This is an optimization exercise on Yosys and OpenROAD, whose aim is small area, a short achievable clock period and few clock cycles, not a production implementation.
At most, simulation tests tie the RTL to the original design; equivalence was not proved.
Only the layout flow was run in runs 2, 3, 5 and 6; the RTL was not checked for function there.
Power is estimated from default activity; no workload was simulated.

`flow/design.v`:
```
`timescale 1ns/10ps
module LBP ( clk, reset, gray_addr, gray_req, gray_ready, gray_data, lbp_addr, lbp_valid, lbp_data, finish);
input   	clk;
input   	reset;
output  reg [13:0] 	gray_addr;
output  reg      	gray_req;
input   	    gray_ready;
input   [7:0] 	gray_data;
output  reg [13:0] 	lbp_addr;
output  reg 	lbp_valid;
output  reg [7:0] 	lbp_data;
output  reg 	finish;
parameter   IDLE = 0,
            R0   = 1,
            R1   = 2,
            R2   = 3,
            R3   = 4,
            R4   = 5,
            R5   = 6,
            R6   = 7,
            R7   = 8,
            R8   = 9,
            R9   = 10,
            WRITE = 11,
            DONE = 12;
reg [12:0] cs,ns; 
reg [13:0] g4_addr;
wire [13:0] g0_addr;
wire [13:0] g1_addr;
wire [13:0] g2_addr;
wire [13:0] g3_addr;
wire [13:0] g5_addr;
wire [13:0] g6_addr;
wire [13:0] g7_addr;
wire [13:0] g8_addr;
assign g0_addr = g4_addr - 14'd129;
assign g1_addr = g4_addr - 14'd128;
assign g2_addr = g4_addr - 14'd127;
assign g3_addr = g4_addr - 14'd1;
assign g5_addr = g4_addr + 14'b1;
assign g6_addr = g4_addr + 14'd127;
assign g7_addr = g4_addr + 14'd128;
assign g8_addr = g4_addr + 14'd129;
reg [7:0] g0;
reg [7:0] g1;
reg [7:0] g2;
reg [7:0] g3;
reg [7:0] g4;
reg [7:0] g5;
reg [7:0] g6;
reg [7:0] g7;
reg [7:0] g8;
wire comp_g0;
wire comp_g1;
wire comp_g2;
wire comp_g3;
wire comp_g5;
wire comp_g6;
wire comp_g7;
wire comp_g8;
wire [7:0] k_out;  
reg [6:0] cnt;
reg o_en;
assign comp_g0 = (g0>=g4)? 1'b1:1'b0;
assign comp_g1 = (g1>=g4)? 1'b1:1'b0;
assign comp_g2 = (g2>=g4)? 1'b1:1'b0;
assign comp_g3 = (g3>=g4)? 1'b1:1'b0;
assign comp_g5 = (g5>=g4)? 1'b1:1'b0;
assign comp_g6 = (g6>=g4)? 1'b1:1'b0;
assign comp_g7 = (g7>=g4)? 1'b1:1'b0;
assign comp_g8 = (g8>=g4)? 1'b1:1'b0;
assign k_out = {comp_g8,comp_g7,comp_g6,comp_g5,comp_g3,comp_g2,comp_g1,comp_g0};
always@(posedge clk or posedge reset)begin
    if(reset) begin
        cs <= 'd0;
	cs[IDLE] <= 1'b1;
    end
    else cs <= ns;
end
always@(*)begin
    ns = 13'd0;
    case(1'b1) 
        cs[IDLE]: ns[R0] = 1'b1;
        cs[R0]:begin
            if(gray_ready) ns[R1] = 1'b1;
            else ns[R0] = 1'b1;
        end
        cs[R1]:begin
            if(gray_ready) ns[R2] = 1'b1;
            else ns[R1] = 1'b1;
        end
        cs[R2]:begin
            if(gray_ready) ns[R3] = 1'b1;
            else ns[R2] = 1'b1;
        end
        cs[R3]:begin
            if(gray_ready) ns[R4] = 1'b1;
            else ns[R3] = 1'b1;
        end
        cs[R4]:begin
            if(gray_ready) ns[R5] = 1'b1;
            else ns[R4] = 1'b1;
        end
        cs[R5]:begin
            if(gray_ready) ns[R6] = 1'b1;
            else ns[R5] = 1'b1;
        end
        cs[R6]:begin
            if(gray_ready) ns[R7] = 1'b1;
            else ns[R6] = 1'b1;
        end
        cs[R7]:begin
            if(gray_ready) ns[R8] = 1'b1;
            else ns[R7] = 1'b1;
        end
        cs[R8]:begin
            if(gray_ready) ns[R9] = 1'b1;
            else ns[R8] = 1'b1;
        end
        cs[R9]: ns[WRITE] = 1'b1;
        cs[WRITE]:begin
            if(o_en) ns[DONE] = 1'b1;            
            else ns[R0] = 1'b1;
        end
		  default:begin
				ns[R0] = 1'b1;
		  end
    endcase
end
always@(posedge clk or posedge reset)begin
    if(reset)begin
        finish <= 1'b0;
        gray_addr <= 14'd0;
        gray_req <= 1'b0;
        lbp_addr <= 14'd0;
        lbp_valid <= 1'b0;
        lbp_data <= 8'd0;
        g4_addr <= 14'd129;
        cnt <= 7'b0;
        o_en <= 1'b0;
        g0 <= 8'd0;
        g1 <= 8'd0;
        g2 <= 8'd0;
        g3 <= 8'd0;
        g4 <= 8'd0;
        g5 <= 8'd0;
        g6 <= 8'd0;
        g7 <= 8'd0;
        g8 <= 8'd0;
    end
    else begin 
		case(1'b1) 
        cs[IDLE]:begin
            finish <= 1'b0;
            lbp_valid <= 1'b0;
            g4_addr <= 14'd129;
            gray_req <= 1'b0;
            cnt <= 7'b0;
        end
        cs[R0]:begin
            gray_req <= 1'b1;
            gray_addr <= g0_addr;
            lbp_valid <= 1'b0;
            finish <= 1'b0;
        end
        cs[R1]:begin
            gray_addr <= g1_addr;
            g0 <= gray_data;
        end
        cs[R2]:begin
            gray_addr <= g2_addr;
            g1 <= gray_data;
        end
        cs[R3]:begin
            gray_addr <= g3_addr;
            g2 <= gray_data;
        end
        cs[R4]:begin
            gray_addr <= g4_addr;
            g3 <= gray_data;
        end
        cs[R5]:begin
            gray_addr <= g5_addr;
            g4 <= gray_data;
        end
        cs[R6]:begin
            gray_addr <= g6_addr;
            g5 <= gray_data;
        end
        cs[R7]:begin
            gray_addr <= g7_addr;
            g6 <= gray_data;
        end
        cs[R8]:begin
            gray_addr <= g8_addr;
            g7 <= gray_data;
        end
        cs[R9]:begin
            g8 <= gray_data;
        end
        cs[WRITE]:begin
            gray_req <= 1'b0;
            lbp_addr <= g4_addr;
            lbp_valid <= 1'b1;
            lbp_data <= k_out;
            o_en <= (g4_addr == 14'd16253)? 1'b1:1'b0;
            if(cnt == 7'd125)begin
                g4_addr <= g4_addr + 7'd3;
                cnt <= 7'd0;
            end
            else begin
                g4_addr <= g4_addr + 7'd1;
                cnt <= cnt + 1'b1;
            end
        end
        cs[DONE]:begin
            gray_req <= 1'b0;
            lbp_valid <= 1'b0;
            finish <= 1'b1;
        end
    endcase
	 end
end
endmodule
```
`flow/run.sh`:
```
#!/bin/bash
# synth_recipe.tcl (not shown) runs the flow's synth.tcl, then flattens the netlist and writes it again
# the make line also repeats each setting of config.mk as NAME=value (left out here)
make -C /OpenROAD-flow-scripts/flow DESIGN_CONFIG=/design/flow/config.mk WORK_HOME=/design/flow/orfs CLKGATE_MAP_FILE= SYNTH_SCRIPT=/design/flow/synth_recipe.tcl finish
```
`flow/config.mk`:
```
export PLATFORM = sky130hd
export DESIGN_NAME = LBP
export DESIGN_NICKNAME = LBP
export VERILOG_FILES = /design/flow/design.v
export SDC_FILE = /design/flow/constraint.sdc
export NUM_CORES = 4
export LEC_CHECK = 0
export CAP_MARGIN = 20
export CORE_MARGIN = 2
export CORE_UTILIZATION = 40
export PLACE_DENSITY = 0.6
export SLEW_MARGIN = 20
```
`flow/constraint.sdc`:
```
create_clock -name core_clock -period 3.3 [get_ports {clk}]
set_input_delay 0.6600 -clock core_clock [delete_from_list [all_inputs] [get_ports {clk}]]
set_output_delay 0.6600 -clock core_clock [all_outputs]
set_load 0.01 [all_outputs]
```
==> results of run 1 <==
-- kinds of logic (layout without fill, tap and decap cells) --
| family | after synthesis | count (layout) | synth area share (%) |
|---|---|---|---|
| xor+xnor | 36 | 36 | 3.51 |
| buf+inv | 84 | 136 | 4.00 |
| fa+ha+maj | 74 | 74 | 10.3 |
| flops | 146 | 146 | 40.8 |
| mux | 77 | 77 | 9.61 |
| other cells | 1 | 1 | 0.0418 |
| compound gates | 210 | 210 | 15.7 |
| simple gates | 273 | 273 | 16.0 |
-- through the flow --
| step | hold WS (ns) | worst slack (ns) |
|---|---|---|
| detailed placement | 0.476 | 0.620 |
| floorplan | 0.449 | 0.809 |
| CTS | 0.490 | 0.542 |
| global placement | 0.468 | 0.707 |
| global route | 0.522 | 0.327 |
| finish | 0.479 | 0.470 |
-- registers in the layout, indices dropped and copies added, names as in the netlist, 8 cells and up --
signal / count
gray_addr: 14
cs: 13
g1: 8
g6: 8
g3: 8
g4: 8
lbp_addr: 14
g0: 8
lbp_data: 8
g4_addr: 14
g7: 8
g2: 8
g5: 8
g8: 8
-- power by group through the flow --
stage,logic [mW],registers (mW),clock network (mW)
2_1_floorplan,0.231,1.96,0
6_report,0.380,1.94,2.22
3_3_place_gp,0.374,1.97,0
5_1_grt,0.425,1.95,2.33
4_1_cts,0.384,1.94,2.26
3_5_place_dp,0.382,1.97,0
-- layer usage --
metal  vias up  share of wire, %  global-route usage, %  wire length (um)
li1       3370                 -                      -                 -
met3        38               5.3                   4.03              1280
met1      3451                48                   29.9             11500
met4         0               2.5                   6.99               599
met5         -                 0                      0                 0
met2       248                45                   31.6             10900
-- worst max-delay path, cell delays in order, from the launching register on --
cell and delay (ns):
sky130_fd_sc_hd__dfrtp_1 0.54, sky130_fd_sc_hd__inv_1 0.22, sky130_fd_sc_hd__ha_1 0.40, sky130_fd_sc_hd__nor3b_2 0.50, sky130_fd_sc_hd__nand2_1 0.24, sky130_fd_sc_hd__o31a_1 0.29, sky130_fd_sc_hd__nor4b_1 0.25, sky130_fd_sc_hd__o21ai_0 0.12
sky130_fd_sc_hd__a21o_1 0.16
-- worst max path at each step --
stage / from / endpoint / slack (ns) / depth (start not counted)
global placement: g4_addr[1] / gray_addr[12] / 0.71 / 8
CTS: g4_addr[1] / gray_addr[12] / 0.54 / 8
floorplan: reset / cnt[0] / 0.81 / 1
detailed placement: g4_addr[1] / gray_addr[12] / 0.62 / 8
global route: g4_addr[1] / gray_addr[12] / 0.33 / 8
finish: g4_addr[1] / gray_addr[12] / 0.47 / 8
-- cells in the final DEF (no fill, tap or decap), drive strengths merged, types with 19 or more instances in the layout --
master and instances:
ha 74, clkdlybuf4s50 49, dfrtp 143, nor3 24, a21o 26, inv 33, mux2 73, nand2 57
o21ai 54, buf 23, a21oi 44, xnor2 19, nor2 81, nand3 26, clkbuf 20
-- area by class of cell --
type / instances / area (um2)
fillers: 2066 / 11400
flip-flops and latches: 146 / 3660
repair buffers: 72 / 701
clock inverters: 12 / 228
well taps: 280 / 350
clock buffers: 20 / 437
multi-input cells: 671 / 4960
inverters: 32 / 124
==> parameters.txt, run 1 <==
Parameter                              Value

Clock tree
  CTS sink cnt ... 146
  Clock transition at the register clock pins on the worst setup and hold paths after CTS ... 0.06 ns
  Clock tree from TritonCTS ... yes
  Clk Latency, worst-skew pair ... 0.43 ns
  Number of post-CTS setup repair buffers ... 0
  CTS max path bufs ... 2
  Total CTS buffers ... 17
  Cell chosen for the clock root ... sky130_fd_sc_hd__clkbuf_16
  Post-cts hold buffer count ... 0
  H-tree level count ... 4
  Resized Gates After CTS ... 0

Timing
  Max Clk Rate ... 353 MHz
  Rel. slew slack ... 52.7%
  Max-slew violations ... 0
  Final setup TNS ... 0 ns
  Final Hold Fails ... 0
  Worst slew pin tran ... 0.709 ns
  Final setup skew ... 0.0115 ns
  Unrepaired setup endpoints after global routing ... no
  Minimum clock period after layout ... 2.83 ns
  Fraction of the cycle the final worst path needs ... 85.8%
  Setup-violating endpoint count in the final report ... 0

Global route
  Global-route wire length before repair ... 38.6 mm
  Number of antenna violations at the first check in global routing ... 0
  Remaining global-route overflow ... 0
  Pin count of the biggest net entering global routing ... 81
  GR Util All Layers ... 20.8%
  Vias in the first global route ... 6842

Layout
  Design area ... 0.0105 mm2
  Utilization after layout ... 47.8%
  Layout overhead on the synthesized area ... 16.5%
  Antenna cell count ... 0
  Final instance count without filler cells ... 1233
  Share of post-route cells with drive strength above 1 ... 16.4%
  # nets final ... 1025

Placement
  IO buf count ... 49
  Weighted congestion reported at the end of routability-driven placement ... 0.911
  Total placed instance area ... 0.00979 mm2
  Post-detail-place hpwl ... 16.8 mm
  Total placed cells including tap cells ... 1201

Power and ir drop
  Pint ... 3.49 mW
  Power per standard cell area ... 434 mW/mm2
  Portion of total power attributed to combinational logic ... 8.4%
  Sequential Power Share ... 42.7%
  Largest voltage drop on the vdd net ... 0.327 mV
  Overall Power ... 4.54 mW
  P_leak ... 4.79 nW
  Clock group share of total power ... 48.9%
  Net Sw Frac ... 23.2%
  Switching power ... 1.05 mW

Worst setup path
  Type of the setup path with the least slack ... register to register
  Worst setup slack for register-to-register paths ... 0.47 ns
  Worst reg2reg startpoint ... g4_addr[1]
  FF-to-FF path depth ... 8
  Kind of end point of the critical path ... register
  Max Fanout on Critical Path ... 14
  Crit path launch type ... register
  Worst path required time ... 3.62 ns
  Capture instance of the worst register-to-register path ... gray_addr[12]
  Signal arrival time at the worst endpoint ... 3.15 ns

Floorplan
  Core area ... 0.0219 mm2
  Initial core utilization ... 41.0%
  Die Y ... 154 um
  Number of rows in the core area ... 54
  Die X ... 154 um
  Die ar. ... 0.0237 mm2
  Boundary pin count ... 50

Logic synthesis
  Synth warnings ... 1
  Cell Area, Synth ... 0.00897 mm2
  Post-synth top flop ... sky130_fd_sc_hd__dfrtp_1
  Instance count of the mapped netlist ... 901
  Net Count, Synth ... 986
  Most frequently used cell type in the post-synthesis netlist ... sky130_fd_sc_hd__dfrtp_1
  Top cell type by total area after synthesis ... sky130_fd_sc_hd__dfrtp_1
  Sequential fraction of the synthesis area ... 40.8%
  Post-synth cell types ... 79
  Register bit total from synthesis ... 146
  Top cells by instance count after synthesis ... 143 x sky130_fd_sc_hd__dfrtp_1, 78 x sky130_fd_sc_hd__nor2_1, 74 x sky130_fd_sc_hd__ha_1
  Asr flop ratio synth ... 100%
  Number of enable-type register cells in the synthesized netlist ... 0
  Share of Yosys cell area claimed by the top area cell type ... 39.9%
  Top post-synthesis cells by area ... sky130_fd_sc_hd__dfrtp_1 40%, sky130_fd_sc_hd__ha_1 10%, sky130_fd_sc_hd__mux2_2 9.2%
  Post-synthesis average cell area ... 9.96 um2

Worst hold path
  Hold Crit Class ... register to register
  Terminating pin of the worst hold path ... lbp_addr[6]
  Hold Crit Start ... lbp_addr[6]
  Number of cells on the worst hold path ... 2

Detailed routing
  WL final ... 24.3 mm
  Iteration-0 DRC count of the detailed router ... 727
  Routed vias ... 7107
  Vias per Instance ... 5.76
  Iteration count of the initial detailed-routing pass ... 5
  Post-route DRC violation count ... 0
  Remaining antenna violation count after routing ... 0
  WL per Instance ... 19.7 um

Run
  Max-Cap Viols ... 0

Run status
  Outcome ... complete, no violations
Testbench counts, summed over its fixed seeds: cycles 1,397,104.
==> run 2: changes to the inputs <==
==> flow/design.v (replaced) <==
`timescale 1ns/10ps
module LBP ( clk, reset, gray_addr, gray_req, gray_ready, gray_data, lbp_addr, lbp_valid, lbp_data, finish);
input   	clk;
input   	reset;
output  reg [13:0] 	gray_addr;
output       	gray_req;
input   	    gray_ready;
input   [7:0] 	gray_data;
output  reg [13:0] 	lbp_addr;
output  reg 	lbp_valid;
output  reg [7:0] 	lbp_data;
output  reg 	finish;
localparam K = 8;
reg        run;       
reg [2:0]  idx;       
reg [7:0]  sr [0:K];  
wire [6:0] row = gray_addr[13:7];
wire [6:0] col = gray_addr[6:0];
assign gray_req = run;
wire [7:0] p  = gray_data;
wire [7:0] u  = sr[0];
wire [7:0] dl = sr[K-2];
wire [7:0] l  = sr[K-1];
wire [7:0] ul = sr[K];
reg [3:0] pb [0:K];
wire [7:0] u2 = sr[1];          
function ge;
    input [7:0] a, b;
    integer k;
    begin
        ge = 1'b1;
        for (k = 0; k < 8; k = k + 1)
            ge = (a[k] & ~b[k]) | ((a[k] | ~b[k]) & ge);
    end
endfunction
integer j;
always @(posedge clk) begin
    sr[0] <= p;
    for (j = 1; j <= K; j = j + 1) sr[j] <= sr[j-1];
    pb[0] <= {ge(dl, p), ge(l, p), ge(u, p), ge(ul, p)};
    for (j = 1; j <= K; j = j + 1) pb[j] <= pb[j-1];
end
always @(posedge clk or posedge reset) begin
    if (reset) begin
        run <= 1'b0;
        idx <= 3'd0;
        gray_addr <= 14'd0;
        lbp_valid <= 1'b0;
        finish <= 1'b0;
    end else begin
        run <= run | gray_ready;
        lbp_valid <= run && idx >= 3'd2 && col >= 7'd2;
        finish <= run && idx == 3'd7 && col == 7'd127 && row == 7'd127;
        if (run) begin
            idx <= idx + 3'd1;
            if (idx == 3'd7) begin
                gray_addr[6:0] <= col + 7'd1;
                gray_addr[13:7] <= (col == 7'd127) ? row - 7'd1 : row - 7'd7;
            end else begin
                gray_addr[13:7] <= row + 7'd1;
            end
        end
    end
end
always @(posedge clk) begin
    lbp_addr <= {row - 7'd1, col - 7'd1};
    lbp_data <= {ge(p, ul), ge(l, ul), pb[K][3], ge(u, ul), pb[K][2], ge(u2, ul), pb[K][1:0]};
end
endmodule
--- a/flow/config.mk
+++ b/flow/config.mk
@@ -9,4 +9,5 @@
 export CORE_MARGIN = 2
 export CORE_UTILIZATION = 40
 export PLACE_DENSITY = 0.6
+export SETUP_SLACK_MARGIN = 1.7
 export SLEW_MARGIN = 20
==> parameters.txt, run 2 <==
Parameter                              Value

Layout
  Commonest cells after routing, fill and taps aside ... 127 x sky130_fd_sc_hd__dfxtp_1, 31 x sky130_fd_sc_hd__buf_4, 29 x sky130_fd_sc_hd__inv_1
  Fillcell total ... 998 (-52%)
  Max FFs per register ... 72
  # nets final ... 524 (-49%)
  Layout overhead on the synthesized area ... 32.5%
  Most common cell after layout, fill and taps aside ... sky130_fd_sc_hd__dfxtp_1
  Leading registers by flop count ... sr (72), pb (36)
  Top reg by flops ... sr
  Area taken by flip-flops and latches ... 0.00312 mm2 (-15%)
  Antenna cell count ... 0 (unchanged)
  Share of post-route cells with drive strength above 1 ... 30.8% (+14 points)
  Area of the multi-input gates ... 0.00166 mm2 (-66%)

Clock tree
  H-tree level count ... 4 (unchanged)
  Clock transition at the register clock pins on the worst setup and hold paths after CTS ... 0.06 ns (about the same)
  CTS sink cnt ... 150 (+2.7%)
  Cell chosen for the clock root ... sky130_fd_sc_hd__clkbuf_16
  Clock tree from TritonCTS ... yes
  Clk Latency, worst-skew pair ... 0.42 ns (about the same)
  Post-cts hold buffer count ... 0 (unchanged)
  CTS max path bufs ... 2 (unchanged)
  Total CTS buffers ... 17 (unchanged)

Timing
  Setup-violating endpoint count in the final report ... 0 (unchanged)
  Worst hold slack ... 0.324 ns (-0.155 ns)
  Final setup TNS ... 0 ns (unchanged)
  Final setup skew ... 0.00636 ns (-0.00509 ns)
  Final Hold Fails ... 0 (unchanged)
  Minimum clock period after layout ... 1.73 ns (-1.10 ns)
  Fraction of the cycle the final worst path needs ... 52.5% (-33 points)
  Unrepaired setup endpoints after global routing ... yes
  Rel. slew slack ... 46.8% (-5.9 points)
  Worst slew pin tran ... 0.798 ns (+0.0891 ns)
  Max Clk Rate ... 577 MHz (+63%)
  Max-slew violations ... 0 (unchanged)

Run status
  Outcome ... complete, no violations

Placement
  Post-detail-place hpwl ... 5.66 mm (-66%)
  IO buf count ... 49 (unchanged)
  Weighted congestion reported at the end of routability-driven placement ... 0.882 (-3.2%)

Power and ir drop
  P_leak ... 2.72 nW (-43%)
  Power per standard cell area ... 847 mW/mm2 (+95%)
  Sequential Power Share ... 42.3% (-0.4 points)
  Pint ... 3.79 mW (+8.9%)
  Overall Power ... 5.34 mW (+18%)
  Clock group share of total power ... 33.4% (-16 points)
  Largest voltage drop on the vdd net ... 0.416 mV (+27%)
  Net Sw Frac ... 28.9% (+5.7 points)
  Switching power ... 1.54 mW (+46%)
  Portion of total power attributed to combinational logic ... 24.3% (+16 points)

Logic synthesis
  Top cells by instance count after synthesis ... 130 x sky130_fd_sc_hd__dfxtp_1, 33 x sky130_fd_sc_hd__inv_1, 22 x sky130_fd_sc_hd__nand2_1
  Number of enable-type register cells in the synthesized netlist ... 0 (unchanged)
  Asr flop ratio synth ... 13.3% (-87 points)
  Synth warnings ... 3 (+2)
  Most frequently used cell type in the post-synthesis netlist ... sky130_fd_sc_hd__dfxtp_1
  Cell Area, Synth ... 0.00475 mm2 (-47%)
  Top post-synthesis cells by area ... sky130_fd_sc_hd__dfxtp_1 55%, sky130_fd_sc_hd__dfrtp_1 11%, sky130_fd_sc_hd__inv_1 2.6%
  Top cell type by total area after synthesis ... sky130_fd_sc_hd__dfxtp_1
  Share of Yosys cell area claimed by the top area cell type ... 54.8% (+15 points)
  Instance count of the mapped netlist ... 412 (-54%)
  Post-synth cell types ... 47 (-41%)
  Net Count, Synth ... 430 (-56%)
  Post-synthesis average cell area ... 11.5 um2 (+16%)
  Register bit total from synthesis ... 150 (+2.7%)
  Sequential fraction of the synthesis area ... 65.3% (+25 points)
  Post-synth top flop ... sky130_fd_sc_hd__dfxtp_1

Detailed routing
  Iteration count of the initial detailed-routing pass ... 18 (+13)
  Highest metal used ... met4
  Vias per Instance ... 4.91 (-15%)
  Detailed route wirelength on metal2 ... 4.37 mm (-60%)
  WL per Instance ... 13.9 um (-30%)
  Iteration-0 DRC count of the detailed router ... 196 (-73%)
  Remaining antenna violation count after routing ... 0 (unchanged)
  Post-route met1 wirelength ... 4.18 mm (-64%)
  Post-route DRC violation count ... 0 (unchanged)
  Met3 wire length ... 462 um (-64%)
  WL final ... 9.17 mm (-62%)
  Routed vias ... 3253 (-54%)

Worst setup path
  Kind of end point of the critical path ... register
  Signal arrival time at the worst endpoint ... 2.02 ns (-1.13 ns)
  Max Fanout on Critical Path ... 6 (-8)
  Worst path required time ... 3.59 ns (-0.03 ns)
  Crit path launch type ... register
  Type of the setup path with the least slack ... register to register

Floorplan
  Number of rows in the core area ... 39 (-28%)
  Die ar. ... 0.0128 mm2 (-46%)
  Boundary pin count ... 50 (unchanged)
  Die Y ... 113 um (-27%)
  Core area ... 0.0115 mm2 (-47%)
  Initial core utilization ... 41.3% (+0.28 points)
  Die X ... 113 um (-27%)

Global route
  GR Util All Layers ... 15.0% (-5.8 points)
  Remaining global-route overflow ... 0 (unchanged)
  Pin count of the biggest net entering global routing ... 21 (-74%)
  Number of antenna violations at the first check in global routing ... 0 (unchanged)
  Vias in the first global route ... 3053 (-55%)
  Global-route wire length before repair ... 14.6 mm (-62%)

Worst hold path
  Hold Crit Class ... register to register

Run
  Max-Cap Viols ... 0 (unchanged)
==> run 2: changes by cell type after synthesis, sizes merged, moves of 22 or more <==
cell,delta
dfxtp,+130
a21oi,-29
nand2,-35
dfrtp,-123
o21ai,-45
mux2,-71
ha,-67
buf,-22
a21o,-26
nor2,-66
==> run 2: logic make-up (layout without fill, tap and decap cells) <==
kind of cell | count (synthesis) | in the layout | synth area share (%)
flops | 150 | 150 | 65.3
simple gates | 107 | 107 | 12.2
compound gates | 70 | 70 | 10.2
buf+inv | 43 | 150 | 3.66
xor+xnor | 21 | 21 | 3.87
fa+ha+maj | 17 | 17 | 3.95
mux | 4 | 4 | 0.895
==> run 2: layout make-up <==
| cell class | instances | area share, % |
|---|---|---|
| Clock inverter | 13 | 1.89 |
| Sequential cell | 150 | 49.6 |
| Tap cell | 143 | 2.84 |
| Multi-Input combinational cell | 219 | 26.4 |
| Inverter | 33 | 2.01 |
| Clock buffer | 19 | 6.87 |
| Timing Repair Buffer | 85 | 10.4 |
==> run 2: power by group through the flow <==
stage | clock, mW | sequential (mW) | combinational (mW)
floorplan | 0 | 2.36 | 0.569
global placement | 0 | 2.38 | 0.973
detailed placement | 0 | 2.39 | 0.987
CTS | 1.83 | 2.25 | 1.19
global route | 1.93 | 2.28 | 1.42
finish | 1.78 | 2.26 | 1.30
==> run 2: worst max-delay path: stages, from the launching register on <==
cell,delay (ns)
sky130_fd_sc_hd__dfrtp_2,0.37
sky130_fd_sc_hd__buf_6,0.10
sky130_fd_sc_hd__ha_4,0.14
sky130_fd_sc_hd__nand3_4,0.09
sky130_fd_sc_hd__or3_4,0.44
sky130_fd_sc_hd__or3_1,0.31
sky130_fd_sc_hd__o21ai_1,0.08
sky130_fd_sc_hd__a22oi_1,0.09
==> run 2: worst paths after layout <==
path / startpoint / to / slack [ns] / depth (start not counted)
max: gray_addr[1] / gray_addr[9] / 1.57 / 7
min: sr[3][3] / sr[4][3] / 0.32 / 0
max reg2reg: gray_addr[1] / gray_addr[9] / 1.57 / 7
min reg2reg: sr[3][3] / sr[4][3] / 0.32 / 0
max in group asynchronous: reset / gray_addr[2] / 2.04 / 2
min in group asynchronous: reset / gray_addr[11] / 0.70 / 2
==> run 2: timing repair <==
action,in CTS,in global routing
endpoints found under the setup margin,52,31
buffers inserted,23,12
gates resized for setup,200,27
pin swaps,9,10
==> run 2: per-layer routing <==
layer	GRT usage (%)	vias to the layer above
met3	5.36	17
met5	0	-
met2	23.6	92
met1	18.3	1539
li1	-	1605
met4	7.24	0
==> run 2: per-stage QoR <==
step	instances	worst slack, ns	util [%]	cell area, um2
floorplan	412	1.52	-	4820
global placement	595	0.968	47.2	5440
detailed placement	595	0.951	47.2	5440
CTS	650	1.56	53.2	6120
global route	662	1.51	54.7	6300
finish	662	1.57	54.7	6300
==> run 3: changes to the inputs <==
--- a/flow/config.mk
+++ b/flow/config.mk
@@ -9,5 +9,5 @@
 export CORE_MARGIN = 2
 export CORE_UTILIZATION = 40
 export PLACE_DENSITY = 0.6
-export SETUP_SLACK_MARGIN = 1.7
+export SETUP_SLACK_MARGIN = 1.2
 export SLEW_MARGIN = 20
==> parameters.txt, run 3 <==
Parameter                              Value

Detailed routing
  Vias per Instance ... 4.82 (-1.8%)
  WL final ... 8.31 mm (-9.4%)
  Post-route DRC violation count ... 0 (unchanged)
  Iteration count of the initial detailed-routing pass ... 23 (+5)
  Routed vias ... 3082 (-5.3%)
  WL per Instance ... 13.0 um (-6.1%)
  Iteration-0 DRC count of the detailed router ... 167 (-15%)
  Remaining antenna violation count after routing ... 0 (unchanged)

Global route
  Remaining global-route overflow ... 0 (unchanged)
  Vias in the first global route ... 2826 (-7.4%)
  Global-route wire length before repair ... 13.5 mm (-7.5%)
  Pin count of the biggest net entering global routing ... 21 (unchanged)
  GR Util All Layers ... 13.9% (-1.1 points)
  Number of antenna violations at the first check in global routing ... 0 (unchanged)

Layout
  Layout overhead on the synthesized area ... 27.7%
  Share of post-route cells with drive strength above 1 ... 13.3% (-18 points)
  Area of the multi-input gates ... 0.00149 mm2 (-10%)
  Max FFs per register ... 72 (unchanged)
  # nets final ... 503 (-4.0%)
  Area taken by flip-flops and latches ... 0.00312 mm2 (about the same)
  Leading registers by flop count ... sr (72), pb (36)
  Fillcell total ... 1011 (+1.3%)
  Commonest cells after routing, fill and taps aside ... 130 x sky130_fd_sc_hd__dfxtp_1, 49 x sky130_fd_sc_hd__clkdlybuf4s50_1, 33 x sky130_fd_sc_hd__inv_1
  Top reg by flops ... sr
  Most common cell after layout, fill and taps aside ... sky130_fd_sc_hd__dfxtp_1
  Antenna cell count ... 0 (unchanged)

Timing
  Worst slew pin tran ... 0.760 ns (-0.0375 ns)
  Final Hold Fails ... 0 (unchanged)
  Final setup skew ... 0.00891 ns (+0.00255 ns)
  Rel. slew slack ... 49.3% (+2.5 points)
  Unrepaired setup endpoints after global routing ... yes
  Worst Slack Setup Final ... 1.26 ns (-0.312 ns)
  Minimum clock period after layout ... 2.04 ns (+0.312 ns)
  Max Clk Rate ... 489 MHz (-15%)
  Fraction of the cycle the final worst path needs ... 62.0% (+9.5 points)
  Final setup TNS ... 0 ns (unchanged)
  Setup-violating endpoint count in the final report ... 0 (unchanged)
  Max-slew violations ... 0 (unchanged)

Clock tree
  Cell chosen for the clock root ... sky130_fd_sc_hd__clkbuf_16
  Clock transition at the register clock pins on the worst setup and hold paths after CTS ... 0.05 ns (about the same)
  Total CTS buffers ... 17 (unchanged)
  Clock tree from TritonCTS ... yes
  H-tree level count ... 4 (unchanged)
  Post-cts hold buffer count ... 0 (unchanged)
  CTS sink cnt ... 150 (unchanged)
  CTS max path bufs ... 2 (unchanged)
  Clk Latency, worst-skew pair ... 0.41 ns (about the same)

Logic synthesis
  Instance count of the mapped netlist ... 412 (unchanged)
  Asr flop ratio synth ... 13.3% (unchanged)
  Number of enable-type register cells in the synthesized netlist ... 0 (unchanged)
  Share of Yosys cell area claimed by the top area cell type ... 54.8% (unchanged)
  Top cells by instance count after synthesis ... 130 x sky130_fd_sc_hd__dfxtp_1, 33 x sky130_fd_sc_hd__inv_1, 22 x sky130_fd_sc_hd__nand2_1
  Post-synth cell types ... 47 (unchanged)
  Net Count, Synth ... 430 (unchanged)
  Synth warnings ... 3 (unchanged)
  Cell Area, Synth ... 0.00475 mm2 (unchanged)
  Top post-synthesis cells by area ... sky130_fd_sc_hd__dfxtp_1 55%, sky130_fd_sc_hd__dfrtp_1 11%, sky130_fd_sc_hd__inv_1 2.6%
  Sequential fraction of the synthesis area ... 65.3% (unchanged)
  Post-synthesis average cell area ... 11.5 um2 (unchanged)
  Post-synth top flop ... sky130_fd_sc_hd__dfxtp_1
  Top cell type by total area after synthesis ... sky130_fd_sc_hd__dfxtp_1
  Register bit total from synthesis ... 150 (unchanged)
  Most frequently used cell type in the post-synthesis netlist ... sky130_fd_sc_hd__dfxtp_1

Placement
  Weighted congestion reported at the end of routability-driven placement ... 0.874 (-0.86%)
  Post-detail-place hpwl ... 5.66 mm (about the same)
  Setup slack after placement ... 0.937 ns (-0.0138 ns)
  IO buf count ... 49 (unchanged)

Floorplan
  Number of rows in the core area ... 39 (unchanged)
  Die X ... 113 um (unchanged)
  Core area ... 0.0115 mm2 (unchanged)
  Initial core utilization ... 41.3% (unchanged)
  Die Y ... 113 um (unchanged)
  Die ar. ... 0.0128 mm2 (unchanged)
  Boundary pin count ... 50 (unchanged)

Run status
  Outcome ... complete, no violations

Power and ir drop
  Largest voltage drop on the vdd net ... 0.354 mV (-15%)
  P_leak ... 2.54 nW (-6.6%)
  Power per standard cell area ... 860 mW/mm2 (+1.5%)

Worst setup path
  Cell family contributing the most delay on the critical path ... buffers and inverters
  Crit path launch type ... register
  Worst path required time ... 2.64 ns (-0.95 ns)
  Kind of end point of the critical path ... output port
  Slowest library cell on the worst path ... sky130_fd_sc_hd__clkdlybuf4s50_1
  Signal arrival time at the worst endpoint ... 1.38 ns (-0.64 ns)
  Buf/Inv on CP ... 1 (unchanged)
  Max Fanout on Critical Path ... 6 (unchanged)
  Type of the setup path with the least slack ... register to output port
  Crit path cell chain ... clkdlybuf4s50_1
  Slowest cell delay on critical path ... 0.56 ns (+0.12 ns)

Run
  Max-Cap Viols ... 0 (unchanged)

Worst hold path
  Hold Crit Class ... register to register
-- run 3: cell counts after synthesis --
Identical to the previous run, type by type.
-- run 3: final timing paths --
path                            cells past startpoint  slack, ns       endpoint    startpoint
worst max register to register                      7       1.33   gray_addr[9]        idx[0]
min in group asynchronous                           2       0.70   gray_addr[9]         reset
worst min register to register                      0       0.32       pb[8][0]      pb[7][0]
max in group asynchronous                           2       2.07  gray_addr[11]         reset
worst min-delay path                                0       0.32       pb[8][0]      pb[7][0]
worst max-delay path                                1       1.26   gray_addr[6]  gray_addr[6]
-- run 3: layout make-up --
class | instances | share of cell area, %
Clock buffer | 19 | 7.30
Clock inverter | 11 | 1.79
Inverter | 33 | 2.04
Multi-Input combinational cell | 219 | 24.6
Sequential cell | 150 | 51.4
Tap cell | 143 | 2.95
Timing Repair Buffer | 64 | 9.93
-- run 3: repair_timing --
action	4_1_cts	5_1_grt
resized for setup	14	2
pin swaps	0	0
endpoints found under the setup margin	14	9
buffers inserted	5	9
-- run 3: per-layer routing --
metal | GRT usage (%) | wire (um) | vias up | share of wire [%]
met5 | 0 | 0 | - | 0
met4 | 6.26 | 115 | 0 | 1.4
met3 | 5.62 | 368 | 8 | 4.4
met2 | 21.0 | 3820 | 80 | 46
met1 | 17.4 | 4010 | 1426 | 48
li1 | - | - | 1568 | -
-- run 3: power breakdown --
group	switching, mW	internal (mW)
Sequential	0.151	2.12
Clock	0.689	1.11
Combinational	0.531	0.620
Total	1.37	3.85
-- run 3: kinds of logic after synthesis --
kind of cell    after synthesis  share of synthesized area [%]
mux                           4                          0.895
buf+inv                      43                           3.66
compound gates               70                           10.2
simple gates                107                           12.2
flops                       150                           65.3
xor+xnor                     21                           3.87
fa+ha+maj                    17                           3.95
-- run 3: stage by stage --
| stage | total power, mW | hold slack [ns] | std cells | util [%] | cell area, um2 |
|---|---|---|---|---|---|
| 2_1_floorplan | 2.88 | 0.310 | 412 | - | 4750 |
| 3_3_place_gp | 3.30 | 0.310 | 595 | 46.7 | 5380 |
| 3_5_place_dp | 3.32 | 0.312 | 595 | 46.7 | 5380 |
| 4_1_cts | 5.19 | 0.325 | 630 | 52.0 | 5990 |
| 5_1_grt | 5.49 | 0.328 | 639 | 52.7 | 6070 |
| 6_report | 5.22 | 0.324 | 639 | 52.7 | 6070 |
==> run 4: changes to the inputs <==
--- a/flow/design.v
+++ b/flow/design.v
@@ -13,32 +13,24 @@
 localparam K = 8;
 reg        run;       
 reg [2:0]  idx;       
-reg [7:0]  sr [0:K];  
+reg [7:0]  sr [0:2*K+1];    
 wire [6:0] row = gray_addr[13:7];
 wire [6:0] col = gray_addr[6:0];
 assign gray_req = run;
-wire [7:0] p  = gray_data;
-wire [7:0] u  = sr[0];
-wire [7:0] dl = sr[K-2];
-wire [7:0] l  = sr[K-1];
-wire [7:0] ul = sr[K];
-reg [3:0] pb [0:K];
-wire [7:0] u2 = sr[1];          
-function ge;
-    input [7:0] a, b;
-    integer k;
-    begin
-        ge = 1'b1;
-        for (k = 0; k < 8; k = k + 1)
-            ge = (a[k] & ~b[k]) | ((a[k] | ~b[k]) & ge);
-    end
-endfunction
+wire [7:0] g8 = gray_data;
+wire [7:0] g5 = sr[0];
+wire [7:0] g2 = sr[1];
+wire [7:0] g7 = sr[K-1];
+wire [7:0] g4 = sr[K];
+wire [7:0] g1 = sr[K+1];
+wire [7:0] g6 = sr[2*K-1];
+wire [7:0] g3 = sr[2*K];
+wire [7:0] g0 = sr[2*K+1];
+wire [7:0] k_out = {g8>=g4, g7>=g4, g6>=g4, g5>=g4, g3>=g4, g2>=g4, g1>=g4, g0>=g4};
 integer j;
 always @(posedge clk) begin
-    sr[0] <= p;
-    for (j = 1; j <= K; j = j + 1) sr[j] <= sr[j-1];
-    pb[0] <= {ge(dl, p), ge(l, p), ge(u, p), ge(ul, p)};
-    for (j = 1; j <= K; j = j + 1) pb[j] <= pb[j-1];
+    sr[0] <= gray_data;
+    for (j = 1; j < 2*K+2; j = j + 1) sr[j] <= sr[j-1];
 end
 always @(posedge clk or posedge reset) begin
     if (reset) begin
@@ -64,6 +56,6 @@
 end
 always @(posedge clk) begin
     lbp_addr <= {row - 7'd1, col - 7'd1};
-    lbp_data <= {ge(p, ul), ge(l, ul), pb[K][3], ge(u, ul), pb[K][2], ge(u2, ul), pb[K][1:0]};
+    lbp_data <= k_out;
 end
 endmodule
--- a/flow/config.mk
+++ b/flow/config.mk
@@ -9,5 +9,4 @@
 export CORE_MARGIN = 2
 export CORE_UTILIZATION = 40
 export PLACE_DENSITY = 0.6
-export SETUP_SLACK_MARGIN = 1.2
 export SLEW_MARGIN = 20
==> parameters.txt, run 4 <==
Parameter                              Value

Detailed routing
  Post-route DRC violation count ... 0 (unchanged)
  Remaining antenna violation count after routing ... 0 (unchanged)
  Routed vias ... 3376 (+9.5%)
  Iteration-0 DRC count of the detailed router ... 104 (-38%)
  Iteration count of the initial detailed-routing pass ... 4 (-83%)
  WL final ... 9.01 mm (+8.4%)
  Vias per Instance ... 4.66 (-3.3%)
  WL per Instance ... 12.4 um (-4.3%)

Timing
  Setup-violating endpoint count in the final report ... 0 (unchanged)
  Worst hold slack ... 0.322 ns (-0.00180 ns)
  Unrepaired setup endpoints after global routing ... no
  Max-slew violations ... 0 (unchanged)
  Final setup skew ... 0.00682 ns (-0.00209 ns)
  Rel. slew slack ... 47.3% (-1.9 points)
  Fraction of the cycle the final worst path needs ... 71.8% (+9.8 points)
  Minimum clock period after layout ... 2.37 ns (+0.324 ns)
  Final Hold Fails ... 0 (unchanged)
  Worst slew pin tran ... 0.789 ns (+0.0292 ns)
  Final setup TNS ... 0 ns (unchanged)
  Max Clk Rate ... 422 MHz (-14%)

Layout
  Leading registers by flop count ... sr (144), gray_addr (14), lbp_addr (14)
  Fillcell total ... 1299 (+28%)
  Most common cell after layout, fill and taps aside ... sky130_fd_sc_hd__dfxtp_1
  Area of the multi-input gates ... 0.00198 mm2 (+33%)
  Antenna cell count ... 0 (unchanged)
  Share of post-route cells with drive strength above 1 ... 6.67% (-6.6 points)
  Design area ... 0.00720 mm2 (+19%)
  Commonest cells after routing, fill and taps aside ... 166 x sky130_fd_sc_hd__dfxtp_1, 72 x sky130_fd_sc_hd__ha_1, 49 x sky130_fd_sc_hd__clkdlybuf4s50_1
  Utilization after layout ... 49.6% (-3.1 points)
  # nets final ... 610 (+21%)
  Max FFs per register ... 144 (+100%)
  Area taken by flip-flops and latches ... 0.00382 mm2 (+23%)
  Layout overhead on the synthesized area ... 21.0%
  Top reg by flops ... sr

Clock tree
  Post-cts hold buffer count ... 0 (unchanged)
  Cell chosen for the clock root ... sky130_fd_sc_hd__clkbuf_16
  Resized Gates After CTS ... 0 (-14)
  Clk Latency, worst-skew pair ... 0.42 ns (about the same)
  Total CTS buffers ... 17 (unchanged)
  CTS max path bufs ... 2 (unchanged)
  H-tree level count ... 4 (unchanged)
  Number of post-CTS setup repair buffers ... 0 (-5)
  Clock transition at the register clock pins on the worst setup and hold paths after CTS ... 0.07 ns (+0.02 ns)
  CTS sink cnt ... 186 (+24%)
  Clock tree from TritonCTS ... yes

Logic synthesis
  Top cell type by total area after synthesis ... sky130_fd_sc_hd__dfxtp_1
  Post-synth cell types ... 45 (-4.3%)
  Number of enable-type register cells in the synthesized netlist ... 0 (unchanged)
  Asr flop ratio synth ... 10.8% (-2.6 points)
  Post-synthesis average cell area ... 12.7 um2 (+10%)
  Cell Area, Synth ... 0.00596 mm2 (+25%)
  Share of Yosys cell area claimed by the top area cell type ... 55.8% (+1.0 points)
  Top post-synthesis cells by area ... sky130_fd_sc_hd__dfxtp_1 56%, sky130_fd_sc_hd__ha_1 15%, sky130_fd_sc_hd__dfrtp_1 8.4%
  Register bit total from synthesis ... 186 (+24%)
  Most frequently used cell type in the post-synthesis netlist ... sky130_fd_sc_hd__dfxtp_1
  Synth warnings ... 2 (-1)
  Net Count, Synth ... 552 (+28%)
  Top cells by instance count after synthesis ... 166 x sky130_fd_sc_hd__dfxtp_1, 72 x sky130_fd_sc_hd__ha_1, 25 x sky130_fd_sc_hd__inv_1
  Sequential fraction of the synthesis area ... 64.2% (-1.1 points)
  Post-synth top flop ... sky130_fd_sc_hd__dfxtp_1
  Instance count of the mapped netlist ... 469 (+14%)

Global route
  Global-route wire length before repair ... 15.4 mm (+14%)
  Number of antenna violations at the first check in global routing ... 0 (unchanged)
  Vias in the first global route ... 3384 (+20%)
  Remaining global-route overflow ... 0 (unchanged)
  Pin count of the biggest net entering global routing ... 21 (unchanged)
  GR Util All Layers ... 12.2% (-1.6 points)

Floorplan
  Core area ... 0.0145 mm2 (+26%)
  Boundary pin count ... 50 (unchanged)
  Initial core utilization ... 41.0% (-0.30 points)
  Number of rows in the core area ... 44 (+13%)
  Die X ... 126 um (+12%)
  Die ar. ... 0.0159 mm2 (+24%)
  Die Y ... 126 um (+12%)

Placement
  Total placed instance area ... 0.00662 mm2 (+23%)
  Weighted congestion reported at the end of routability-driven placement ... 0.819 (-6.3%)
  IO buf count ... 49 (unchanged)
  Post-detail-place hpwl ... 6.39 mm (+13%)

Power and ir drop
  Power per standard cell area ... 797 mW/mm2 (-7.3%)
  Largest voltage drop on the vdd net ... 0.430 mV (+21%)
  P_leak ... 3.25 nW (+28%)

Worst setup path
  Crit path cell chain ... clkdlybuf4s50_1
  Signal arrival time at the worst endpoint ... 1.71 ns (+0.33 ns)
  Slowest library cell on the worst path ... sky130_fd_sc_hd__dfrtp_1
  Kind of end point of the critical path ... output port
  Slowest cell delay on critical path ... 0.66 ns (+0.10 ns)
  Buf/Inv on CP ... 1 (unchanged)
  Stages on worst setup path ... 1 (unchanged)
  Crit path launch type ... register
  Worst path required time ... 2.64 ns (about the same)
  Cell family contributing the most delay on the critical path ... flip-flops
  Max Fanout on Critical Path ... 15 (+9)
  Type of the setup path with the least slack ... register to output port
  FF-to-FF path depth ... 6 (-1)

Worst hold path
  Number of cells on the worst hold path ... 0 (unchanged)
  Hold Crit Class ... register to register

Run status
  Outcome ... complete, no violations

Run
  Max-Cap Viols ... 0 (unchanged)
run 4: cell types whose count changed after synthesis, moves of 6 or more:
cell                       delta
sky130_fd_sc_hd__dfxtp_1     +36
sky130_fd_sc_hd__ha_1        +65
sky130_fd_sc_hd__a22oi_1      -6
sky130_fd_sc_hd__maj3_1      -10
sky130_fd_sc_hd__a21o_1       +8
sky130_fd_sc_hd__nor2b_1     -14
sky130_fd_sc_hd__nor2_1       +9
sky130_fd_sc_hd__o221ai_1     -6
sky130_fd_sc_hd__nand2b_1     -8
sky130_fd_sc_hd__inv_1        -8
sky130_fd_sc_hd__nand3_1     +12
run 4: final cells by class:
| type | instances | area share (%) |
|---|---|---|
| clock buffers | 20 | 6.20 |
| clock inverters | 12 | 1.91 |
| inverters | 25 | 1.30 |
| multi-input cells | 248 | 27.5 |
| flip-flops and latches | 186 | 53.1 |
| well taps | 184 | 3.20 |
| repair buffers | 49 | 6.81 |
run 4: worst paths after layout:
path                         startpoint            end  slack [ns]
max in group asynchronous         reset   gray_addr[5]        2.12
max reg2reg                gray_addr[8]  gray_addr[13]        1.11
min                           sr[13][7]      sr[14][7]        0.32
min reg2reg                   sr[13][7]      sr[14][7]        0.32
max                                 run       gray_req        0.93
min in group asynchronous         reset   gray_addr[2]        0.69
run 4: cell families (layout without fill, tap and decap cells):
logic type	count (synthesis)	in the layout	synth area share, %
DFF	186	186	64.2
adders and majority gates	72	72	15.1
AOI/OAI and AO/OA	62	62	7.10
and+or+nand+nor	90	90	7.46
buffers and inverters	35	106	2.52
xor gates and xnor gates	22	22	3.24
muxes	2	2	0.357
run 4: metrics by stage:
step                      setup WS [ns]  std cells  power (mW)
after global placement             1.15        692        3.79
after CTS                         0.917        724        5.82
after floorplan                    1.21        469        3.37
after detailed placement           1.11        692        3.82
final                             0.932        724        5.74
after global routing              0.849        724        6.05
run 4: power breakdown:
group | internal, mW | leakage (nW) | total (mW) | switching, mW
clock network | 1.15 | 0.287 | 1.98 | 0.835
registers | 2.53 | 1.64 | 2.76 | 0.235
logic | 0.553 | 1.32 | 1.00 | 0.448
run 4: per-layer routing:
metal / GRT usage (%) / up-vias / wire length (um)
met5: 0 / - / 0
met4: 4.78 / 0 / 159
met3: 4.12 / 16 / 349
met2: 19.3 / 54 / 4090
met1: 15.5 / 1583 / 4410
li1: - / 1723 / -
Testbench counts of run 4, summed over its fixed seeds: cycles 172,040.
==> run 5: changes to the inputs <==
==> flow/design.v (replaced) <==
`timescale 1ns/10ps
module LBP ( clk, reset, gray_addr, gray_req, gray_ready, gray_data, lbp_addr, lbp_valid, lbp_data, finish);
input   	clk;
input   	reset;
output  reg [13:0] 	gray_addr;
output  reg      	gray_req;
input   	    gray_ready;
input   [7:0] 	gray_data;
output  reg [13:0] 	lbp_addr;
output  reg 	lbp_valid;
output  reg [7:0] 	lbp_data;
output  reg 	finish;
localparam K = 8;
reg        run;       
reg [2:0]  idx;       
reg        last;      
reg        cend;      
reg [6:0]  row, col;  
wire [6:0] row_n = !run ? row :
                   !last ? row + 7'd1 :
                   cend ? row - 7'd1 : row - 7'd7;
wire [6:0] col_n = (run && last) ? col + 7'd1 : col;
always @(posedge clk or posedge reset) begin
    if (reset) begin
        run <= 1'b0;
        idx <= 3'd0;
        last <= 1'b0;
        cend <= 1'b0;
        row <= 7'd0;
        col <= 7'd0;
        gray_req <= 1'b0;
        lbp_valid <= 1'b0;
        finish <= 1'b0;
    end else begin
        run <= run | gray_ready;
        gray_req <= 1'b1;
        row <= row_n;
        col <= col_n;
        if (run) begin
            idx <= idx + 3'd1;
            last <= (idx == 3'd6);
            if (last) cend <= (col == 7'd126);
        end
        lbp_valid <= run && (idx[2] | idx[1]) && (col[6:1] != 6'd0);
        finish <= run && last && cend && (row == 7'd127);
    end
end
function [1:0] cmp2;
    input [7:0] a, b;
    reg [7:0] g, p;
    reg g76, p76, g54, p54, g32, p32, g10, p10, g74, p74, g30, p30, gg, pp;
    begin
        g = a & ~b;
        p = a | ~b;
        g76 = g[7] | (p[7] & g[6]);  p76 = p[7] & p[6];
        g54 = g[5] | (p[5] & g[4]);  p54 = p[5] & p[4];
        g32 = g[3] | (p[3] & g[2]);  p32 = p[3] & p[2];
        g10 = g[1] | (p[1] & g[0]);  p10 = p[1] & p[0];
        g74 = g76 | (p76 & g54);     p74 = p76 & p54;
        g30 = g32 | (p32 & g10);     p30 = p32 & p10;
        gg  = g74 | (p74 & g30);     pp  = p74 & p30;
        cmp2 = {gg | pp, ~gg};
    end
endfunction
reg [7:0]  sr [0:K];  
reg [2:0]  pb [0:K];  
reg        q5;        
reg        q1;        
reg        q2a, q2b;  
wire [7:0] p  = gray_data;
wire [7:0] dl = sr[K-2];    
wire [7:0] l  = sr[K-1];    
wire [7:0] ul = sr[K];      
wire p_ge_ul, ul_ge_p, p_ge_l, l_ge_p, p_ge_dl, dl_ge_p, l_ge_ul, ul_ge_l;
assign {p_ge_ul, ul_ge_p} = cmp2(p, ul);
assign {p_ge_l,  l_ge_p}  = cmp2(p, l);
assign {p_ge_dl, dl_ge_p} = cmp2(p, dl);
assign {l_ge_ul, ul_ge_l} = cmp2(l, ul);
integer j;
always @(posedge clk) begin
    sr[0] <= p;
    for (j = 1; j <= K; j = j + 1) sr[j] <= sr[j-1];
    pb[0] <= {dl_ge_p, l_ge_p, ul_ge_p};
    for (j = 1; j <= K; j = j + 1) pb[j] <= pb[j-1];
    q5 <= p_ge_l;
    q1 <= ul_ge_l;
    q2a <= p_ge_dl;
    q2b <= q2a;
    gray_addr <= {row_n, col_n};
    lbp_addr <= {row - 7'd1, col - 7'd1};
    lbp_data <= {p_ge_ul, l_ge_ul, pb[K][2], q5, pb[K][1], q2b, q1, pb[K][0]};
end
endmodule
--- a/flow/config.mk
+++ b/flow/config.mk
@@ -9,4 +9,5 @@
 export CORE_MARGIN = 2
 export CORE_UTILIZATION = 40
 export PLACE_DENSITY = 0.6
+export SETUP_SLACK_MARGIN = 1.9
 export SLEW_MARGIN = 20
==> parameters.txt, run 5 <==
Parameter                              Value

Timing
  Max-slew violations ... 0 (unchanged)
  Unrepaired setup endpoints after global routing ... yes
  Minimum clock period after layout ... 1.59 ns (-0.775 ns)
  Final setup TNS ... 0 ns (unchanged)
  Setup-violating endpoint count in the final report ... 0 (unchanged)
  Final Hold Fails ... 0 (unchanged)
  Rel. slew slack ... 64.3% (+17 points)
  Final setup skew ... 0.00615 ns (-0.000667 ns)
  Worst slew pin tran ... 0.534 ns (-0.255 ns)
  Worst hold slack ... 0.321 ns (-0.000448 ns)
  Max Clk Rate ... 628 MHz (+49%)
  Fraction of the cycle the final worst path needs ... 48.3% (-23 points)
  Worst Slack Setup Final ... 1.71 ns (+0.775 ns)

Logic synthesis
  Sequential fraction of the synthesis area ... 71.7% (+7.5 points)
  Most frequently used cell type in the post-synthesis netlist ... sky130_fd_sc_hd__dfxtp_1
  Top cell type by total area after synthesis ... sky130_fd_sc_hd__dfxtp_1
  Register bit total from synthesis ... 162 (-13%)
  Instance count of the mapped netlist ... 377 (-20%)
  Cell Area, Synth ... 0.00469 mm2 (-21%)
  Post-synth cell types ... 43 (-4.4%)
  Number of enable-type register cells in the synthesized netlist ... 0 (unchanged)
  Synth warnings ... 3 (+1)
  Share of Yosys cell area claimed by the top area cell type ... 59.4% (+3.6 points)
  Post-synthesis average cell area ... 12.4 um2 (-2.1%)
  Net Count, Synth ... 395 (-28%)
  Top post-synthesis cells by area ... sky130_fd_sc_hd__dfxtp_1 59%, sky130_fd_sc_hd__dfrtp_1 12%, sky130_fd_sc_hd__xnor2_1 2.4%
  Asr flop ratio synth ... 14.2% (+3.4 points)
  Post-synth top flop ... sky130_fd_sc_hd__dfxtp_1
  Top cells by instance count after synthesis ... 139 x sky130_fd_sc_hd__dfxtp_1, 28 x sky130_fd_sc_hd__inv_1, 23 x sky130_fd_sc_hd__dfrtp_1

Run
  Max-Cap Viols ... 0 (unchanged)

Global route
  Number of antenna violations at the first check in global routing ... 0 (unchanged)
  Remaining global-route overflow ... 0 (unchanged)
  Global-route wire length before repair ... 12.9 mm (-16%)
  Pin count of the biggest net entering global routing ... 24 (+14%)
  GR Util All Layers ... 13.1% (+0.88 points)
  Vias in the first global route ... 2747 (-19%)

Worst setup path
  Crit path cell chain ... buf_2
  Kind of end point of the critical path ... output port
  Cell family contributing the most delay on the critical path ... flip-flops
  Crit path launch type ... register
  Max Fanout on Critical Path ... 1 (-14)
  Signal arrival time at the worst endpoint ... 0.93 ns (-0.78 ns)
  Slowest library cell on the worst path ... sky130_fd_sc_hd__dfrtp_1
  Type of the setup path with the least slack ... register to output port
  Slowest cell delay on critical path ... 0.38 ns (-0.28 ns)
  Buf/Inv on CP ... 1 (unchanged)
  Worst path required time ... 2.64 ns (about the same)

Placement
  Total placed instance area ... 0.00535 mm2 (-19%)
  IO buf count ... 49 (unchanged)
  Post-detail-place hpwl ... 4.84 mm (-24%)
  Weighted congestion reported at the end of routability-driven placement ... 0.841 (+2.7%)
  Setup slack after placement ... 1.00 ns (-0.112 ns)

Floorplan
  Boundary pin count ... 50 (unchanged)
  Initial core utilization ... 41.0% (+0.059 points)
  Number of rows in the core area ... 39 (-11%)
  Core area ... 0.0114 mm2 (-21%)
  Die X ... 112 um (-11%)
  Die Y ... 112 um (-11%)
  Die ar. ... 0.0126 mm2 (-21%)

Detailed routing
  Remaining antenna violation count after routing ... 0 (unchanged)
  WL final ... 7.99 mm (-11%)
  Vias per Instance ... 4.73 (+1.4%)
  Iteration-0 DRC count of the detailed router ... 88 (-15%)
  Post-route DRC violation count ... 0 (unchanged)
  Iteration count of the initial detailed-routing pass ... 5 (+1)
  Routed vias ... 2890 (-14%)
  WL per Instance ... 13.1 um (+5.1%)

Clock tree
  H-tree level count ... 4 (unchanged)
  CTS max path bufs ... 2 (unchanged)
  Clk Latency, worst-skew pair ... 0.42 ns (about the same)
  Clock transition at the register clock pins on the worst setup and hold paths after CTS ... 0.06 ns (about the same)
  CTS sink cnt ... 162 (-13%)
  Clock tree from TritonCTS ... yes
  Post-cts hold buffer count ... 0 (unchanged)
  Total CTS buffers ... 17 (unchanged)
  Cell chosen for the clock root ... sky130_fd_sc_hd__clkbuf_16

Layout
  Layout overhead on the synthesized area ... 29.7%
  Commonest cells after routing, fill and taps aside ... 122 x sky130_fd_sc_hd__dfxtp_1, 25 x sky130_fd_sc_hd__buf_2, 22 x sky130_fd_sc_hd__buf_4
  Top reg by flops ... sr
  Max FFs per register ... 72 (-50%)
  Design area ... 0.00608 mm2 (-16%)
  # nets final ... 474 (-22%)
  Antenna cell count ... 0 (unchanged)
  Leading registers by flop count ... sr (72), pb (27)
  Share of post-route cells with drive strength above 1 ... 32.7% (+26 points)
  Most common cell after layout, fill and taps aside ... sky130_fd_sc_hd__dfxtp_1

Run status
  Outcome ... complete, no violations

Power and ir drop
  Power per standard cell area ... 898 mW/mm2 (+13%)
  Largest voltage drop on the vdd net ... 0.581 mV (+35%)
  P_leak ... 2.64 nW (-19%)

Worst hold path
  Hold Crit Class ... register to register
## run 5: worst paths after layout
kind                       startpoint        end  slack, ns  depth (start not counted)
min in group asynchronous       reset     row[6]       0.64                          2
max reg2reg                    row[0]     row[6]       1.73                          7
max                         lbp_valid  lbp_valid       1.71                          1
min reg2reg                  sr[3][1]   sr[4][1]       0.32                          0
max in group asynchronous       reset     row[0]       2.33                          2
min                          sr[3][1]   sr[4][1]       0.32                          0
## run 5: per-layer routing
| layer | global-route usage (%) | wire (um) | up-vias |
|---|---|---|---|
| met5 | 0 | 0 | - |
| met4 | 6.91 | 155 | 0 |
| met3 | 5.94 | 463 | 15 |
| met2 | 18.6 | 3620 | 77 |
| met1 | 16.8 | 3750 | 1382 |
| li1 | - | - | 1416 |
## run 5: logic make-up (layout without fill, tap and decap cells)
kind of cell    Yosys count  count (layout)  share of synthesized area [%]
buf+inv                  39             130                           3.39
simple gates             75              75                           8.14
compound gates           63              63                           9.03
flops                   162             162                           71.7
xor+xnor                 24              24                           4.49
mux                       4               4                          0.908
other cells               1               1                         0.0800
fa+ha+maj                 9               9                           2.30
## run 5: power by group
part	switching (mW)	leakage (nW)	internal, mW	total (mW)
Combinational	0.518	0.930	0.581	1.10
Sequential	0.253	1.44	2.33	2.58
Clock	0.730	0.266	1.04	1.77
## run 5: cell type report
class | instances | area (um2)
fill | 990 | 5340
sequential | 162 | 3390
timing repair buffer | 71 | 537
clock inverter | 7 | 50.0
multi-input combinational | 176 | 1290
inverter | 28 | 134
tap | 143 | 179
clock buffer | 24 | 493
## run 5: repair_timing
| item | CTS | global route |
|---|---|---|
| endpoints found under the hold margin | 0 | 0 |
| pin swaps | 7 | 7 |
| setup endpoints to repair | 85 | 60 |
| gates resized for setup | 212 | 43 |
| setup buffers | 12 | 10 |
## run 5: per-stage QoR
step                power [mW]  utilization, %  std cells
CTS                       5.33            51.4        601
floorplan                 3.14               -        377
global placement          3.54            46.9        558
global route              5.73            53.2        611
detailed placement        3.56            46.9        558
finish                    5.46            53.2        611
==> run 6: changes to the inputs <==
--- a/flow/config.mk
+++ b/flow/config.mk
@@ -8,6 +8,9 @@
 export CAP_MARGIN = 20
 export CORE_MARGIN = 2
 export CORE_UTILIZATION = 40
+export CTS_BUF_LIST = sky130_fd_sc_hd__clkbuf_4 sky130_fd_sc_hd__clkbuf_8
+export CTS_CLUSTER_DIAMETER = 100
+export CTS_CLUSTER_SIZE = 40
 export PLACE_DENSITY = 0.6
 export SETUP_SLACK_MARGIN = 1.9
 export SLEW_MARGIN = 20
==> parameters.txt, run 6 <==
Parameter                              Value

Floorplan
  Number of rows in the core area ... 39 (unchanged)
  Die ar. ... 0.0126 mm2 (unchanged)
  Initial core utilization ... 41.0% (unchanged)
  Core area ... 0.0114 mm2 (unchanged)
  Die Y ... 112 um (unchanged)
  Boundary pin count ... 50 (unchanged)
  Die X ... 112 um (unchanged)

Detailed routing
  Routed vias ... 2851 (-1.3%)
  Iteration-0 DRC count of the detailed router ... 110 (+25%)
  Detailed route wirelength on metal2 ... 3.53 mm (-2.7%)
  Highest metal used ... met4
  Iteration count of the initial detailed-routing pass ... 7 (+2)
  Post-route met1 wirelength ... 3.56 mm (-4.9%)
  WL final ... 7.68 mm (-3.8%)
  Remaining antenna violation count after routing ... 0 (unchanged)
  Post-route DRC violation count ... 0 (unchanged)
  Vias per Instance ... 4.69 (-0.86%)
  Met3 wire length ... 433 um (-6.5%)
  WL per Instance ... 12.6 um (-3.4%)

Logic synthesis
  Top post-synthesis cells by area ... sky130_fd_sc_hd__dfxtp_1 59%, sky130_fd_sc_hd__dfrtp_1 12%, sky130_fd_sc_hd__xnor2_1 2.4%
  Cell Area, Synth ... 0.00469 mm2 (unchanged)
  Sequential fraction of the synthesis area ... 71.7% (unchanged)
  Top cells by instance count after synthesis ... 139 x sky130_fd_sc_hd__dfxtp_1, 28 x sky130_fd_sc_hd__inv_1, 23 x sky130_fd_sc_hd__dfrtp_1
  Asr flop ratio synth ... 14.2% (unchanged)
  Post-synthesis average cell area ... 12.4 um2 (unchanged)
  Post-synth top flop ... sky130_fd_sc_hd__dfxtp_1
  Instance count of the mapped netlist ... 377 (unchanged)
  Register bit total from synthesis ... 162 (unchanged)
  Net Count, Synth ... 395 (unchanged)
  Post-synth cell types ... 43 (unchanged)
  Top cell type by total area after synthesis ... sky130_fd_sc_hd__dfxtp_1
  Synth warnings ... 3 (unchanged)
  Most frequently used cell type in the post-synthesis netlist ... sky130_fd_sc_hd__dfxtp_1
  Share of Yosys cell area claimed by the top area cell type ... 59.4% (unchanged)
  Number of enable-type register cells in the synthesized netlist ... 0 (unchanged)

Timing
  Minimum clock period after layout ... 1.61 ns (+0.0189 ns)
  Final setup skew ... 0.0107 ns (+0.00450 ns)
  Final setup TNS ... 0 ns (unchanged)
  Worst slew pin tran ... 0.533 ns (-0.00142 ns)
  Worst Slack Setup Final ... 1.69 ns (-0.0189 ns)
  Max-slew violations ... 0 (unchanged)
  Setup-violating endpoint count in the final report ... 0 (unchanged)
  Worst hold slack ... 0.326 ns (+0.00429 ns)
  Final Hold Fails ... 0 (unchanged)
  Unrepaired setup endpoints after global routing ... yes
  Rel. slew slack ... 64.4% (+0.095 points)
  Fraction of the cycle the final worst path needs ... 48.8% (+0.57 points)
  Max Clk Rate ... 620 MHz (-1.2%)

Layout
  Fillcell total ... 1021 (+3.1%)
  Top reg by flops ... sr
  Leading registers by flop count ... sr (72), pb (27)
  Antenna cell count ... 0 (unchanged)
  Most common cell after layout, fill and taps aside ... sky130_fd_sc_hd__dfxtp_1
  Share of post-route cells with drive strength above 1 ... 33.5% (+0.86 points)
  # nets final ... 471 (-0.63%)
  Design area ... 0.00590 mm2 (-2.8%)
  Layout overhead on the synthesized area ... 26.0%
  Max FFs per register ... 72 (unchanged)
  Commonest cells after routing, fill and taps aside ... 122 x sky130_fd_sc_hd__dfxtp_1, 26 x sky130_fd_sc_hd__buf_2, 19 x sky130_fd_sc_hd__inv_1, 19 x sky130_fd_sc_hd__clkbuf_8, 19 x sky130_fd_sc_hd__buf_6

Worst setup path
  Type of the setup path with the least slack ... register to output port
  Signal arrival time at the worst endpoint ... 0.95 ns (+0.02 ns)
  Crit path launch type ... register
  Slowest library cell on the worst path ... sky130_fd_sc_hd__dfrtp_1
  Worst path required time ... 2.64 ns (about the same)
  Crit path cell chain ... buf_2
  Max Fanout on Critical Path ... 1 (unchanged)
  Cell family contributing the most delay on the critical path ... flip-flops
  Buf/Inv on CP ... 1 (unchanged)
  Slowest cell delay on critical path ... 0.38 ns (about the same)
  Kind of end point of the critical path ... output port

Placement
  Total placed instance area ... 0.00535 mm2 (unchanged)
  Setup slack after placement ... 1.00 ns (unchanged)
  Post-detail-place hpwl ... 4.84 mm (unchanged)
  IO buf count ... 49 (unchanged)
  Weighted congestion reported at the end of routability-driven placement ... 0.841 (unchanged)

Clock tree
  CTS max path bufs ... 2 (unchanged)
  Cell chosen for the clock root ... sky130_fd_sc_hd__clkbuf_8
  Clock transition at the register clock pins on the worst setup and hold paths after CTS ... 0.08 ns (+0.02 ns)
  H-tree level count ... 4 (unchanged)
  Clk Latency, worst-skew pair ... 0.44 ns (+0.02 ns)
  Clock tree from TritonCTS ... yes
  CTS sink cnt ... 162 (unchanged)
  Post-cts hold buffer count ... 0 (unchanged)
  Total CTS buffers ... 17 (unchanged)

Power and ir drop
  Switching power ... 1.42 mW (-5.4%)
  Net Sw Frac ... 28.4% (+0.88 points)
  Pint ... 3.58 mW (-9.4%)
  Largest voltage drop on the vdd net ... 0.471 mV (-19%)
  Portion of total power attributed to combinational logic ... 22.3% (+2.2 points)
  Clock group share of total power ... 26.5% (-6.0 points)
  Overall Power ... 5.00 mW (-8.3%)
  P_leak ... 2.57 nW (-2.7%)
  Power per standard cell area ... 847 mW/mm2 (-5.7%)
  Sequential Power Share ... 51.3% (+3.9 points)

Global route
  Number of antenna violations at the first check in global routing ... 0 (unchanged)
  Pin count of the biggest net entering global routing ... 24 (unchanged)
  GR Util All Layers ... 13.1% (+0.015 points)
  Vias in the first global route ... 2734 (-0.47%)
  Global-route wire length before repair ... 12.9 mm (+0.32%)
  Remaining global-route overflow ... 0 (unchanged)

Worst hold path
  Hold Crit Class ... register to register

Run
  Max-Cap Viols ... 0 (unchanged)

Run status
  Outcome ... complete, no violations
-- run 6: cell counts after synthesis --
No cell type changed its count.
-- run 6: routing by layer --
metal | vias to the layer above | track usage (%)
met5 | - | 0
met4 | 0 | 7.56
met3 | 16 | 5.24
met2 | 69 | 18.8
met1 | 1358 | 16.8
li1 | 1408 | -
-- run 6: per-stage QoR --
| stage | instances | util, % |
|---|---|---|
| detailed placement | 558 | 46.9 |
| floorplan | 377 | - |
| global placement | 558 | 46.9 |
| finish | 608 | 51.7 |
| global route | 608 | 51.7 |
| CTS | 605 | 50.4 |
-- run 6: layout make-up --
cell class	instances	area [um2]	share of cell area (%)
sequential	162	3390	57.4
multi-input combinational	176	1310	22.2
timing repair buffer	68	520	8.82
clock buffer	23	292	4.94
tap	143	179	3.03
inverter	28	134	2.27
clock inverter	8	80.1	1.36
-- run 6: final timing paths --
check                           from         to  slack [ns]  cells past startpoint
max                        lbp_valid  lbp_valid        1.69                      1
min reg2reg                 sr[3][1]   sr[4][1]        0.33                      0
max reg2reg                   row[0]     row[6]        1.77                      7
max in group asynchronous      reset        run        2.35                      2
min in group asynchronous      reset     row[6]        0.61                      2
min                         sr[3][1]   sr[4][1]        0.33                      0
-- run 6: power by group through the flow --
stage	Sequential (mW)	Combinational (mW)	Clock, mW
2_1_floorplan	2.54	0.595	0
6_report	2.56	1.11	1.32
3_5_place_dp	2.59	0.971	0
3_3_place_gp	2.58	0.958	0
4_1_cts	2.54	0.994	1.37
5_1_grt	2.61	1.22	1.45
-- run 6: kinds of logic (layout without fill, tap and decap cells) --
logic type | after synthesis | after routing | synth area share, %
buf+inv | 39 | 127 | 3.39
fa+ha+maj | 9 | 9 | 2.30
other cells | 1 | 1 | 0.0800
mux | 4 | 4 | 0.908
xor+xnor | 24 | 24 | 4.49
compound gates | 63 | 63 | 9.03
flops | 162 | 162 | 71.7
simple gates | 75 | 75 | 8.14
-- run 6: what timing repair did --
item,CTS,global route
setup endpoints to repair,62,85
gates resized for setup,201,56
buffers inserted,16,3
pin swaps,8,11

port drivers added, routing unchanged:
No port has a modelled driver above. Below, the same layouts with a new extraction and two added sets of constraints. Step 1, drivers: a clkbuf_16 drives clk and a buf_2 each remaining input, both assumed. Step 2 also shifts input and output timing later by t, the mid clock arrival at the registers, as if the neighbouring blocks saw the same clock. Three values: no drivers, after step 1, after step 2; two values: the first two.
run | t (ns) | setup WS [ns] | clock arrival spread, ns | worst register clock-pin slew, ns | worst data-port slew with drivers (ns)
run 1 | 0.472 | 0.470 / 0.470 / 0.470 | 0.013 / 0.013 | 0.07 / 0.07 | 0.04
run 2 | 0.451 | 1.568 / 1.537 / 1.256 | 0.007 / 0.008 | 0.06 / 0.06 | 0.03
run 3 | 0.443 | 1.256 / 1.215 / 0.912 | 0.009 / 0.009 | 0.06 / 0.06 | 0.04
run 4 | 0.454 | 0.932 / 0.890 / 1.113 | 0.007 / 0.008 | 0.07 / 0.07 | 0.03
run 5 | 0.454 | 1.707 / 1.669 / 1.511 | 0.006 / 0.007 | 0.06 / 0.06 | 0.03
run 6 | 0.468 | 1.688 / 1.655 / 1.509 | 0.012 / 0.012 | 0.08 / 0.08 | 0.03
After both steps setup and hold are still met in every run listed. For run 3, which loses most, drivers alone change the setup slack by -0.041 ns; drivers and shift together by -0.344 ns.
